Context: an optimization exercise on an open-source flow, tuned for small area. The choices shown serve that exercise and are no tape-out recipe.
At most, simulation tests tie the RTL to the original design; equivalence was not proved.
Power figures rest on the tool's default switching activity, not on a simulated workload.

Setup of alpha:
Design decodeAndMap, start of the top module:
module decodeAndMap(drawX, drawY, drawColour, WE, resetn, clock, shapeselect, inputColour, vs_n, rotateX, rotateY, rotateZ, invert, pitch, roll, yaw, doneShape);
    input clock, resetn, vs_n, invert, rotateX, rotateY, rotateZ;
    input [1:0] shapeselect;
    input [2:0] inputColour;
    output [8:0] drawX, drawY;
    output [2:0] drawColour;
    output WE;
    output reg [7:0] pitch, roll, yaw;
    output doneShape;
    localparam S_CLEAR = 4'd0, S_CAPS = 4'd1, S_CAPE = 4'd2, S_INIT = 4'd3, S_DRAW = 4'd4,
               S_ROTW = 4'd5, S_ROT = 4'd6, S_WAIT = 4'd7, S_DONE = 4'd8;
    reg [3:0] st;
    reg [1:0] shp;
    reg lvs_n;
    wire restart = ~resetn | (shapeselect != shp);
    reg [3:0] bi, wi;
    wire bend = (bi == 4'd15);
    wire wend = (wi == 4'd11);
    reg load;
    reg [191:0] rx, ry, rz;
    wire [2:0] vbit;
    wire [3:0] ea, eb;
    wire elast;
    reg [4:0] ei;
    shapeTypeLUT lut(shp, wi, bi, ei, vbit, ea, eb, elast);
    reg [2:0] rs;         
    reg [1:0] wax;        
    reg win;              
    reg sa, sb;           
    reg [1:0] cA, cB;     
    reg coA, coB;         
    wire odd = rs[2] | (rs[1] & rs[0]);
    wire head = (wi[0] == odd);
    wire [4:0] ii = {~head, bi};
    reg a0, a2, a6, a11, b0, b2, b6, b11;
    always @(*) begin
        case (wax)
            2'd0: begin
                a0 = ry[0]; a2 = ry[2]; a6 = ry[6]; a11 = ry[11];
                b0 = rz[0]; b2 = rz[2]; b6 = rz[6]; b11 = rz[11];
            end
            2'd1: begin
                a0 = rz[0]; a2 = rz[2]; a6 = rz[6]; a11 = rz[11];
  ...
Size in the first run: ~2100 cells after synthesis, about 690 flip-flops, roughly 59 I/O pins, ~0.024 mm^2 of cells after synthesis.
make LEC_CHECK=0 CAP_MARGIN=30 CORE_MARGIN=2 CORE_UTILIZATION=40 CTS_BUF_LIST=sky130_fd_sc_hd__clkbuf_4 SLEW_MARGIN=20 finish   # period 12.0 ns
run.sh (not shown) runs the stock make flow with config.mk's settings and CLKGATE_MAP_FILE= SYNTH_SCRIPT=/design/flow/synth_recipe.tcl, a recipe that flattens the netlist after the stock synthesis.
In summary, alpha completed successfully, with a layout that passed the timing, DRC and antenna checks.
The following lists how beta was set up differently from alpha:
- CTS_BUF_LIST changed from sky130_fd_sc_hd__clkbuf_4 to sky130_fd_sc_hd__clkbuf_8
==> comparison <==
In the metrics for beta and alpha, the one carrying the lower global-route usage is beta. Max layout overhead on the synthesized area across beta and alpha: beta. The number of DRC violations after detailed-routing iteration 0 was comparable across beta and alpha. Relative to alpha, via count of the first global-routing pass has decreased by about 4% in beta. Cmp beta and alpha / final cell count / lower: beta. Between beta and alpha, the difference in number of non-clock inverters in the layout is negligible. beta drops fewer vias than alpha. Critical path's largest stage delay: beta and alpha compared, lower one is beta. A launch point of the worst path of PX[5] is what alpha shows, while inputColour[2] belongs to beta. Compared to alpha, beta shows a wider setup margin.

P:
decodeAndMap, a different RTL version from the one above (not shown whole).
For scale: ~700 flip-flops, about 59 I/O pins, ~20,000 sq um of cells after synthesis.
// decodeAndMap
module decodeAndMap(drawX, drawY, drawColour, WE, resetn, clock, shapeselect, inputColour, vs_n, rotateX, rotateY, rotateZ, invert, pitch, roll, yaw, doneShape);
    input clock, resetn, vs_n, invert, rotateX, rotateY, rotateZ;
    input [1:0] shapeselect;
    input [2:0] inputColour;
    output [8:0] drawX, drawY;
    output [2:0] drawColour;
    output WE;
    output [7:0] pitch, roll, yaw;
    output doneShape;
    function [12:0] rca;
        input [11:0] a, b;
        input ci;
        integer k;
        reg c;
        begin
            c = ci;
            for (k = 0; k < 12; k = k + 1) begin
                rca[k] = a[k] ^ b[k] ^ c;
                c = (a[k] & b[k]) | (a[k] & c) | (b[k] & c);
            end
            rca[12] = c;
        end
    endfunction
    localparam S_CLEAR = 4'd0, S_PAIR = 4'd1, S_W1 = 4'd2, S_C1 = 4'd3, S_W2 = 4'd4,
               S_C2 = 4'd5, S_NEG = 4'd6, S_SWP = 4'd7, S_DRAW = 4'd8, S_ROTW = 4'd9,
  ...
clock: 12.0 ns
lec_check: 0
cap_margin: 30
core_margin: 2
core_utilization: 65
cts_buf_list: sky130_fd_sc_hd__clkbuf_8 sky130_fd_sc_hd__clkbuf_16
cts_cluster_diameter: 50
cts_cluster_size: 20
slew_margin: 20
P finished all stages; the layout is clean.
Changes in Q relative to P:
- a change of CTS_BUF_LIST from sky130_fd_sc_hd__clkbuf_8 sky130_fd_sc_hd__clkbuf_16 to sky130_fd_sc_hd__clkbuf_4 sky130_fd_sc_hd__clkbuf_8 sky130_fd_sc_hd__clkbuf_16
- a change of CTS_CLUSTER_SIZE from 20 to 30
- a change of CTS_CLUSTER_DIAMETER from 50 to 100
- a change of CORE_UTILIZATION from 65 to 60
==> run summary <==
- Compared with P, routed length on met1 in Q decreased by a few percent.
- Total routed wirelength on Q is ahead of P.
- Compared with P, placement density in the core of Q is lower.
- On maximum clock frequency, P and Q are basically level.
- P -> Q: instance count of the mapped netlist flat
- The well-tap cell count in P is 0.884 times that in Q.
Setup changes, Q to R
- CTS_BUF_LIST: sky130_fd_sc_hd__clkbuf_4 sky130_fd_sc_hd__clkbuf_8 sky130_fd_sc_hd__clkbuf_16 -> sky130_fd_sc_hd__clkbuf_16
- CTS_CLUSTER_SIZE: 30 -> 36
- CORE_UTILIZATION: 60 -> 65
- CTS_CLUSTER_DIAMETER: 100 -> 50
==> comparison <==
- R ended with every stage complete and zero timing, DRC or antenna violations.
- As far as number of enable-type register cells in the synthesized netlist goes, R and Q are indistinguishable; the numbers are identical.
- Taking Q as the reference point, the number of non-filler instances in the completed layout of R falls by 16.
- Compared with Q, number of clock-tree buffers in the layout in R increased by more than a quarter.
- Summary of R over Q: routed wirelength normalized by instance count now sits higher; wire length saw an increase; relative contribution of the clock network to total power higher.
- Taking Q as the reference, in R detailed route wirelength on metal3 now sits lower, maximum frequency flat, max capacitance violation total has remained practically unchanged, total CTS buffers increased 12.
What S does differently from R at the input level:
- CTS_BUF_LIST changed from sky130_fd_sc_hd__clkbuf_16 to sky130_fd_sc_hd__clkbuf_4 sky130_fd_sc_hd__clkbuf_8 sky130_fd_sc_hd__clkbuf_16
- CTS_CLUSTER_SIZE changed from 36 to 30
- CTS_CLUSTER_DIAMETER changed from 50 to 100
### Flow results
R -> S: sequential cell count delta 0, exact match. Final standard cell count with taps included and fillers excluded for S: 38 down relative to R. Of R and S, S shows the higher number of fill cells in the layout, with R below it. Going from R to S, register clock-pin slew on the reported worst setup and hold paths now smaller; total of max-cap violations roughly the same. Looking at level count of the clock H-tree across R and S, the one that comes out lower is S. On buffering overhead, R and S are basically level. Layout-stage area growth over the synthesis result in S is 3.6 points below R. As far as global placement routability congestion goes, S and R are indistinguishable; the numbers are identical. Delta (S minus R): sequential group share of total power higher; worst setup slack higher.
What T does differently from S at the input level:
- a change of CTS_CLUSTER_DIAMETER from 100 to 60
- a change of CTS_CLUSTER_SIZE from 30 to 25
- a change of CTS_BUF_LIST from sky130_fd_sc_hd__clkbuf_4 sky130_fd_sc_hd__clkbuf_8 sky130_fd_sc_hd__clkbuf_16 to sky130_fd_sc_hd__clkbuf_8 sky130_fd_sc_hd__clkbuf_16
Results
Setup slack of the critical path after layout: S vs T, no meaningful difference. The run showing the smaller combinational power is S. | post-route standard cell area excluding fillers | T vs S | 2.2% higher |.
No run of this note included a check of the RTL's function; only the layout flow was run.

run 1:
Another version of the RTL of decodeAndMap (not shown whole).
Size in the first run: about 1500 cells after synthesis, about 59 I/O pins, ~20000 um2 of cells after synthesis.
make LEC_CHECK=0 CAP_MARGIN=30 CORE_MARGIN=2 CORE_UTILIZATION=75 CTS_BUF_LIST='sky130_fd_sc_hd__clkbuf_4 sky130_fd_sc_hd__clkbuf_8 sky130_fd_sc_hd__clkbuf_16' CTS_CLUSTER_DIAMETER=100 CTS_CLUSTER_SIZE=30 SLEW_MARGIN=20 finish   # period 12.0 ns
[inputs] run 2 vs run 1
Settings: a change of CORE_UTILIZATION from 75 to 65.
==> comparison <==
- Run 2: flow completed, timing, DRC and antenna clean
- [compare] base=run 1 new=run 2: final wirelength shrank by 25%, part of the cycle the worst path needs held steady, actual transition at the worst max-transition pin shrank by 0.21 ns.
- Per the comparison of run 2 with run 1, met3 routing resource usage after global routing dropped 2.1 points; effective utilization at floorplan has decreased; core utilization lost 11 points.
Inputs modified between run 2 and run 3:
Settings: CTS_BUF_LIST now sky130_fd_sc_hd__clkbuf_16, was sky130_fd_sc_hd__clkbuf_4 sky130_fd_sc_hd__clkbuf_8 sky130_fd_sc_hd__clkbuf_16; CORE_UTILIZATION now 70, was 65.
Results
[compare] base=run 2 new=run 3: aggregate routed wire length higher; share of power burned in the clock network moved down; area occupied by multi-input gates was more or less identical.
Run 3 against run 2: total track usage climbed 5.2 points; fraction of power consumed by combinational cells climbed 0.2 points; least setup slack across all paths after layout climbed 0.0098 ns; setup slack of the worst register-to-register path climbed 0.05 ns; setup clock skew after layout climbed 0.0043 ns.
The following lists how run 4 was set up differently from run 3:
Settings: swapping sky130_fd_sc_hd__clkbuf_16 for sky130_fd_sc_hd__clkbuf_4 sky130_fd_sc_hd__clkbuf_8 sky130_fd_sc_hd__clkbuf_16 in CTS_BUF_LIST.
==> comparison <==
Run 4 -> run 3: layout multi-input combinational cell count delta 0, exact match
Compared with run 3, run 4 shows global-route wire length before repair that has gone down slightly.
As far as die area goes, run 3 and run 4 are indistinguishable; the numbers are identical.
For area of all placed cells without fillers, run 3 and run 4 come out practically identical.
No run of this note included a check of the RTL's function; only the layout flow was run.

decodeAndMap, a different RTL version from the one above (not shown whole).
Size: about 1500 cells after synthesis, ~690 flip-flops, ~59 I/O pins.
==> flow/design.v (excerpt) <==
module decodeAndMap(drawX, drawY, drawColour, WE, resetn, clock, shapeselect, inputColour, vs_n, rotateX, rotateY, rotateZ, invert, pitch, roll, yaw, doneShape);
clock: 12.0 ns
lec_check: 0
cap_margin: 30
core_aspect_ratio: 1.6
core_margin: 2
core_utilization: 75
cts_buf_list: sky130_fd_sc_hd__clkbuf_16
cts_cluster_diameter: 100
cts_cluster_size: 30
slew_margin: 20
The first run completed without violations.
==> next run, changes <==
CORE_ASPECT_RATIO = 0.6   (was 1.6)
Result: The changed run completed without violations. Clock power hardly moves. Design area barely changes. Count of clock-buffer cells in the layout goes down by 1. Worst hold slack barely changes. Via count came out higher by a few percent. Global-route usage rose by 4.8 points. Final cell count climbs slightly. Power climbs by a few percent. Maximum frequency hardly moves. Area after synthesis is unchanged. Die area is about the same.

[separate check: timing with driven ports]
The results above use ideal ports. As a check the final layouts listed here were re-extracted and re-timed, cells and wires unchanged.
Step 1 sets driving cells, clkbuf_16 on the clock port and buf_2 on the other inputs (assumed; they add their load-dependent delay and slew).
Step 2 moves the port delays by t, midway between the first and last clock arrival at a register: inputs arrive t later, outputs are due t later. That takes back most of the time a late clock gives input paths.
Slacks: no drivers / after step 1 / after step 2; pairs: no drivers / after step 1.
run | shift t [ns] | slack for setup (ns) | worst slew at a driven data input, ns
alpha | 0.949 | 5.999 / 5.946 / 6.031 | 0.05
beta | 0.736 | 6.054 / 6.029 / 6.029 | 0.04
P | 0.603 | 6.074 / 6.049 / 6.049 | 0.04
Q | 0.631 | 6.085 / 6.052 / 6.052 | 0.03
R | 0.600 | 6.068 / 6.043 / 6.043 | 0.04
S | 0.633 | 6.073 / 6.048 / 6.048 | 0.04
T | 0.585 | 6.071 / 6.046 / 6.046 | 0.03
run 1 | 0.641 | 6.106 / 6.073 / 6.073 | 0.04
run 2 | 0.639 | 6.089 / 6.060 / 6.060 | 0.04
run 3 | 0.635 | 6.098 / 6.062 / 6.062 | 0.04
run 4 | 0.632 | 6.099 / 6.062 / 6.062 | 0.04
the first run of note 4 | 0.645 | 6.077 / 6.045 / 6.045 | 0.05
the second run of note 4 | 0.633 | 6.094 / 6.067 / 5.964 | 0.06
After both steps setup and hold are still met in every run listed. For the second run of note 4, which loses most, drivers alone change the setup slack by -0.027 ns; drivers and shift together by -0.130 ns.
